Context: an optimization exercise on an open-source flow, tuned for small area. The choices shown serve that exercise and are no tape-out recipe.
In this exercise RTL edits were held to simulation tests only and were not proved equivalent to the original.
No activity file was given, so power comes from the tool's default toggle rates.

==> trial 84: inputs <==
## top_level
module top_level #(
) (
    input logic clk,
    input logic n_rst,
    input logic hsel,
    input logic [3:0] haddr,
    input logic [1:0] hsize,
    input logic [1:0] htrans,
    input logic hwrite,
    input logic [31:0] hwdata,
    output logic [31:0] hrdata,
    output logic hresp,
    output logic hready,
    input logic dp_in,
    input logic dm_in,
    output logic d_mode,
    output logic dp_out,
    output logic dm_out
);
export LEC_CHECK = 0
export CAP_MARGIN = 20
export CORE_MARGIN = 2
export CORE_UTILIZATION = 60
export SLEW_MARGIN = 20
export SYNTH_HIERARCHICAL = 1
export SYNTH_MINIMUM_KEEP_SIZE = 0
create_clock -name core_clock -period 10.0 [get_ports {clk}]
standard.sh (not shown) runs the stock make flow with config.mk's settings and CLKGATE_MAP_FILE= SYNTH_SCRIPT=/design/flow/synth_recipe.tcl, a recipe that flattens the netlist after the stock synthesis.
==> flow/flow/run.sh <==
#!/bin/bash
# Standard layout with two changes: port buffers use the smallest buffer cell,
# and clock tree synthesis uses small clock buffers without dummy loads.
set -euo pipefail
bash standard.sh \
  "BUFFER_PORTS_ARGS=-buffer_cell sky130_fd_sc_hd__buf_1" \
  "CTS_ARGS=-sink_clustering_enable -repair_clock_nets -dont_use_dummy_load -buf_list sky130_fd_sc_hd__clkbuf_4 -sink_clustering_size 10 -sink_clustering_max_diameter 40" \
  finish > orfs_make.log 2>&1
==> build 29: changes against trial 84 <==
==> flow/flow/run.sh (replaced) <==
#!/bin/bash
# Standard layout with two changes: port buffers use the smallest buffer cell,
# and clock tree synthesis uses small clock buffers without dummy loads.
set -euo pipefail
bash standard.sh \
  "BUFFER_PORTS_ARGS=-buffer_cell sky130_fd_sc_hd__buf_1" \
  "CTS_ARGS=-sink_clustering_enable -repair_clock_nets -dont_use_dummy_load -buf_list sky130_fd_sc_hd__clkbuf_8 -sink_clustering_size 20 -sink_clustering_max_diameter 50" \
  finish > orfs_make.log 2>&1
==> trial 68: changes against trial 84 <==
--- a/flow/design.v
+++ b/flow/design.v
@@ -31,13 +31,13 @@
     assign is_hand = tx_req == 8'd3 || tx_req == 8'd4 || tx_req == 8'd5;
     assign is_none = !is_data && !is_hand;
     assign occ0 = buffer_occupancy == 7'd0;
     logic active, eop, strobe, bc8, byte_done;
     assign active = state[4] | state[3];
     assign eop = state[4:3] == 2'b01;
-    assign strobe = active && pd == ((cyc == 2'd2) ? 4'd8 : 4'd7);
+    assign strobe = pd == ((cyc == 2'd2) ? 4'd8 : 4'd7);
     assign bc8 = bc == 4'd8;
     assign byte_done = bc8 && pd == 4'd6;
     always_comb begin
         next_state = state;
         case (state)
             IDLE, EIDLE: begin
@@ -91,28 +91,20 @@
             default: ld = 8'h55;
         endcase
     end
     always_ff @(posedge clk, negedge n_rst) begin
         if (!n_rst) begin
             state <= IDLE;
+            pd <= '0;
+            cyc <= '0;
+            bc <= '0;
+            sr <= 8'hff;
             d_out <= 1'b1;
             d_inv <= 1'b0;
         end else begin
             state <= next_state;
-            if (strobe) begin
-                if (eop) begin
-                    d_out <= 1'b0;
-                    d_inv <= 1'b0;
-                end else begin
-                    d_out <= sr[0] ? d_out : ~d_out;
-                    d_inv <= sr[0] ? ~d_out : d_out;
-                end
-            end
-        end
-    end
-    always_ff @(posedge clk) begin
             if (!active) begin
                 pd <= '0;
                 cyc <= '0;
                 bc <= '0;
             end else begin
                 if (strobe) begin
@@ -120,12 +112,22 @@
                     cyc <= (cyc == 2'd2) ? 2'd0 : cyc + 2'd1;
                     bc <= bc8 ? 4'd1 : bc + 4'd1;
                 end else pd <= pd + 4'd1;
             end
             if (load) sr <= ld;
             else if (strobe) sr <= {1'b1, sr[7:1]};
+            if (strobe) begin
+                if (eop) begin
+                    d_out <= 1'b0;
+                    d_inv <= 1'b0;
+                end else begin
+                    d_out <= sr[0] ? d_out : ~d_out;
+                    d_inv <= sr[0] ? ~d_out : d_out;
+                end
+            end
+        end
     end
     assign dp_out = d_out;
     assign dm_out = d_inv;
     assign tx_transfer_active = active;
     assign tx_error = state == EIDLE;
     assign get_tx_packet_data = state == FETCH_TX_DATA;
@@ -155,39 +157,36 @@
         WAITA = 5'd19, WAITB = 5'd20, WAITC = 5'd21, WAITD = 5'd22, WAITE = 5'd23, WAITF = 5'd24
     } state_t;
     state_t state, next_state;
     logic prev_dp, prev_dm, d_orig;
     logic [3:0] pd, bc;
     logic [1:0] cyc;
-    logic [8:0] sr;
-    logic [7:0] cur_byte, prev_byte;
+    logic [7:0] sr, byte_reg;
     logic pv, ppv, pppv, pep;
     logic [2:0] next_rx_packet;
     logic restart, strobe, se0, end_packet, error, start_count, tclr, full;
     assign restart = state == WAIT5;
     assign strobe = pd == ((cyc == 2'd2) ? 4'd8 : 4'd7);
     assign se0 = !dp_in && !dm_in;
     assign end_packet = strobe && se0 && !prev_dp && !prev_dm;
     assign error = strobe && se0 && prev_dp && prev_dm;
-    assign cur_byte = sr[8:1];
-    assign prev_byte = sr[7:0];
-    assign start_count = state == IDLE && pppv && cur_byte == 8'h01;
+    assign start_count = state == IDLE && pppv && byte_reg == 8'h01;
     assign tclr = error || start_count;
     assign full = buffer_occupancy == 7'd64;
     always_comb begin
         next_state = state;
         case (state)
             IDLE: if (pppv) begin
-                if (cur_byte == 8'h01) next_state = PID;
-                else if (cur_byte == 8'hc0) next_state = ERROR;
+                if (byte_reg == 8'h01) next_state = PID;
+                else if (byte_reg == 8'hc0) next_state = ERROR;
             end
             PID: begin
                 if (end_packet) next_state = ERROR;
                 else if (ppv) begin
-                    if (prev_byte[2:0] == 3'd3) next_state = DATA;
-                    else if (prev_byte[3:0] == 4'd1 || prev_byte[3:0] == 4'd2 || prev_byte[3:0] == 4'd4)
+                    if (byte_reg[2:0] == 3'd3) next_state = DATA;
+                    else if (byte_reg[3:0] == 4'd1 || byte_reg[3:0] == 4'd2 || byte_reg[3:0] == 4'd4)
                         next_state = TOKEN;
                     else next_state = ERROR;
                 end
             end
             TOKEN: if (end_packet) next_state = EOP;
             DATA: begin
@@ -211,13 +210,13 @@
             WAIT3: next_state = WAIT4;
             WAIT4: next_state = WAIT5;
             default: next_state = IDLE;
         endcase
     end
     always_comb begin
-        case (prev_byte)
+        case (byte_reg)
             8'b11100001: next_rx_packet = 3'd0;
             8'b11010011: next_rx_packet = 3'd1;
             8'b11000011: next_rx_packet = 3'd2;
             8'b01001011: next_rx_packet = 3'd3;
             8'b11010010: next_rx_packet = 3'd4;
             default: next_rx_packet = 3'd7;
@@ -230,12 +229,13 @@
             prev_dm <= 1'b0;
             d_orig <= 1'b0;
             pd <= '0;
             cyc <= '0;
             bc <= '0;
             sr <= '0;
+            byte_reg <= '0;
             pv <= 1'b0;
             ppv <= 1'b0;
             pppv <= 1'b0;
             pep <= 1'b0;
             rx_packet <= 3'd7;
             rx_data_ready <= 1'b0;
@@ -245,48 +245,50 @@
             prev_dm <= 1'b0;
             d_orig <= 1'b0;
             pd <= '0;
             cyc <= '0;
             bc <= '0;
             sr <= '0;
+            byte_reg <= '0;
             pv <= 1'b0;
             ppv <= 1'b0;
             pppv <= 1'b0;
             pep <= 1'b0;
             rx_packet <= 3'd7;
             rx_data_ready <= 1'b0;
         end else begin
             state <= next_state;
             if (strobe) begin
                 prev_dp <= dp_in;
                 prev_dm <= dm_in;
                 if (dp_in != dm_in) d_orig <= dp_in == prev_dp;
-                sr <= {d_orig, sr[8:1]};
+                sr <= {d_orig, sr[7:1]};
             end
             if (tclr) begin
                 pd <= '0;
                 cyc <= '0;
                 bc <= '0;
             end else if (strobe) begin
                 pd <= '0;
                 cyc <= (cyc == 2'd2) ? 2'd0 : cyc + 2'd1;
                 bc <= (bc == 4'd8) ? 4'd1 : bc + 4'd1;
             end else pd <= pd + 4'd1;
+            byte_reg <= sr;
             if (strobe) pv <= bc == 4'd8;
             ppv <= !ppv && strobe && pv;
             pppv <= ppv;
             pep <= end_packet;
             if (state == PID && ppv) rx_packet <= next_rx_packet;
             if (state == EOP) rx_data_ready <= 1'b1;
         end
     end
-    assign flush = state == PID && ppv && prev_byte[2:0] == 3'd3;
+    assign flush = state == PID && ppv && byte_reg[2:0] == 3'd3;
     assign rx_transfer_active = state[4] || (state == PID && ppv);
     assign rx_error = state == ERROR;
     assign rx_store_packet_data = state == DATA && !pep && ppv && !full;
-    assign rx_packet_data = prev_byte;
+    assign rx_packet_data = byte_reg;
 endmodule
 `timescale 1ns / 10ps
 module data_buffer #(
 ) (
     input clk, n_rst,
     input logic flush, clear,
@@ -304,31 +306,13 @@
     logic [7:0] wdata, rdata;
     assign clr = clear | flush;
     assign st = store_tx_data | store_rx_packet_data;
     assign gt = get_tx_packet_data | get_rx_data;
     assign wen = !clr && !occ[6] && st;
     assign wdata = store_tx_data ? tx_data : rx_packet_data;
-    logic valid;
-    logic [63:0] rsel;
-    assign valid = hwm > {1'b0, rptr};
-    always_comb begin
-        rsel = '0;
-        rsel[rptr] = valid;
-    end
-    genvar b, g;
-    generate
-        for (b = 0; b < 8; b++) begin : rbit
-            logic [21:0] t;
-            for (g = 0; g < 21; g++) begin : grp
-                rd_aoi3 u (.d({mem[3*g+2][b], mem[3*g+1][b], mem[3*g][b]}),
-                           .s(rsel[3*g+2:3*g]), .y(t[g]));
-            end
-            assign t[21] = !(mem[63][b] && rsel[63]);
-            assign rdata[b] = !(&t);
-        end
-    endgenerate
+    assign rdata = (hwm > {1'b0, rptr}) ? mem[rptr] : 8'h00;
     always_ff @(posedge clk) begin
         if (wen) mem[wptr] <= wdata;
     end
     always_ff @(posedge clk, negedge n_rst) begin
         if (!n_rst) begin
             wptr <= '0;
@@ -351,19 +335,12 @@
         end
     end
     assign tx_packet_data = txd;
     assign rx_data = rxd;
     assign buffer_occupancy = occ;
 endmodule
-module rd_aoi3 (
-    input logic [2:0] d,
-    input logic [2:0] s,
-    output logic y
-);
-    assign y = !((d[0] && s[0]) || (d[1] && s[1]) || (d[2] && s[2]));
-endmodule
 `timescale 1ns / 10ps
 `timescale 1ns / 10ps
 module ahb_subordinate_lite (
     input logic clk,
     input logic n_rst,
     input logic hsel,
@@ -435,16 +412,12 @@
     end
     always_ff @(posedge clk, negedge n_rst) begin
         if (!n_rst) mode <= M_IDLE;
         else mode <= next_mode;
     end
     always_ff @(posedge clk) begin
-        if (hsel && hready) begin
-            paddr <= haddr;
-            psize <= hsize;
-        end
         step <= seq ? step + 3'd1 : 3'd0;
         if (hready) rd <= !hwrite;
     end
     logic [2:0] s1, s3;
     assign s1 = step - 3'd1;
     assign s3 = step - 3'd3;
@@ -465,14 +438,20 @@
     assign tx_data = win[tx_idx];
     function automatic logic lanesel(input logic [1:0] a, input logic [1:0] sz, input logic [1:0] k);
         lanesel = sz[1] || (sz[0] ? a[1] == k[1] : a == k);
     endfunction
     always_ff @(posedge clk, negedge n_rst) begin
         if (!n_rst) begin
+            paddr <= 4'h9;
+            psize <= 2'b0;
             wv <= 1'b0;
         end else begin
+            if (hsel && hready) begin
+                paddr <= haddr;
+                psize <= hsize;
+            end
             if (hready) wv <= hsel && htrans != 2'b00 && hwrite &&
                               (haddr[3:2] == 2'b00 || haddr == 4'd12 || haddr == 4'd13);
         end
     end
     logic bw_win, bw_reg;
     assign bw_win = hsel && wv && !paddr[3];
==> flow/run.sh (new file) <==
#!/bin/bash
# synth_recipe.tcl (not shown) runs the flow's synth.tcl, then flattens the netlist and writes it again
# the make line also repeats each setting of config.mk as NAME=value (left out here)
make -C /OpenROAD-flow-scripts/flow DESIGN_CONFIG=/design/flow/config.mk WORK_HOME=/design/flow/orfs CLKGATE_MAP_FILE= SYNTH_SCRIPT=/design/flow/synth_recipe.tcl finish
- CORE_UTILIZATION: 60 -> 40
- SYNTH_HIERARCHICAL: 1 -> not set
- SYNTH_MINIMUM_KEEP_SIZE: 0 -> not set
removed: flow/flow/run.sh
removed: flow/standard.sh
==> qor summary <==
Status: trial 84 complete, no violations; build 29 complete, no violations; trial 68 complete, no violations
P_seq: trial 84 0.00380 W; build 29 0.00380 W; trial 68 0.00399 W
Total combinational power: trial 84 0.00124 W; build 29 0.00124 W; trial 68 0.00153 W
Power attributed to the clock group: trial 84 0.00136 W; build 29 0.00143 W; trial 68 0.00276 W
Highest clock rate: trial 84 215.5 MHz; build 29 213.8 MHz; trial 68 226.2 MHz
Total area of multi-input combinational cells: trial 84 8775 sq um; build 29 8770 sq um; trial 68 9917 sq um
First-pass GRT wire length: trial 84 120.8 mm; build 29 120.6 mm; trial 68 118.1 mm
Critical path arrival: trial 84 5450 ps; build 29 5300 ps; trial 68 2420 ps
Largest fanout of any net on the critical path: trial 84 31; build 29 31; trial 68 18
R2r worst-path depth: trial 84 14; build 29 14; trial 68 8
Fraction of area in non-clock buffers: trial 84 1.739%; build 29 1.736%; trial 68 2.803%
Hold Slack: trial 84 363.2 ps; build 29 368.0 ps; trial 68 369.6 ps
Comb pwr share: trial 84 19.3%; build 29 19.1%; trial 68 18.5%
Number of clock buffers inserted by TritonCTS: trial 84 101; build 29 60; trial 68 76
Post-DP Area: trial 84 31140 sq um; build 29 31140 sq um; trial 68 33370 sq um
Slowest Stage Delay on Critical Path: trial 84 990 ps; build 29 620 ps; trial 68 570 ps
Fraction of final layout cells with drive strength greater than 1: trial 84 10.78%; build 29 9.091%; trial 68 13.61%
Buffer type at the clock tree root: trial 84 sky130_fd_sc_hd__clkbuf_4; build 29 sky130_fd_sc_hd__clkbuf_8; trial 68 sky130_fd_sc_hd__clkbuf_16
Worst Setup End Kind: trial 84 flip-flop; build 29 flip-flop; trial 68 primary output
Total routing usage reported by global routing: trial 84 30.96%; build 29 30.82%; trial 68 19.19%
Share of synthesized flip-flops with an asynchronous set or reset: trial 84 20.89%; build 29 20.89%; trial 68 24.93%
Detailed-routed wire length on met3: trial 84 7.257 mm; build 29 7.582 mm; trial 68 4.880 mm
Highest ir drop seen on vdd: trial 84 0.1275 mV; build 29 0.1583 mV; trial 68 0.1613 mV
Minimum setup slack among reg-to-reg paths: trial 84 5360 ps; build 29 5320 ps; trial 68 5650 ps
Normalized max-slew margin: trial 84 21.16%; build 29 19.98%; trial 68 23.84%
Floorplan core area: trial 84 49860 sq um; build 29 49860 sq um; trial 68 78610 sq um

==> afterwards: timing with drivers on the ports <==
How much do the figures lean on ideal ports? The routed layouts below were timed once more, with nothing changed but the port constraints.
Step 1 (the two cells are an assumption about what drives the block):
set clk [get_ports {clk}]
set_driving_cell -lib_cell sky130_fd_sc_hd__clkbuf_16 $clk
set_driving_cell -lib_cell sky130_fd_sc_hd__buf_2 [delete_from_list [all_inputs] $clk]
Step 2 also shifts input and output timing later by t, the mid clock arrival at the registers, as if the neighbouring blocks saw the same clock.
a / b / c = no drivers / after step 1 / after step 2; a / b = the first two.
run | shift t [ns] | setup WS [ns] | clock arrival spread, ns
trial 84 | 0.923 | 5.360 / 5.360 / 5.360 | 0.141 / 0.140
build 29 | 0.761 | 5.324 / 5.324 / 5.324 | 0.098 / 0.098
trial 68 | 0.689 | 5.580 / 5.516 / 5.583 | 0.020 / 0.021
After both steps setup and hold are still met in every run listed.
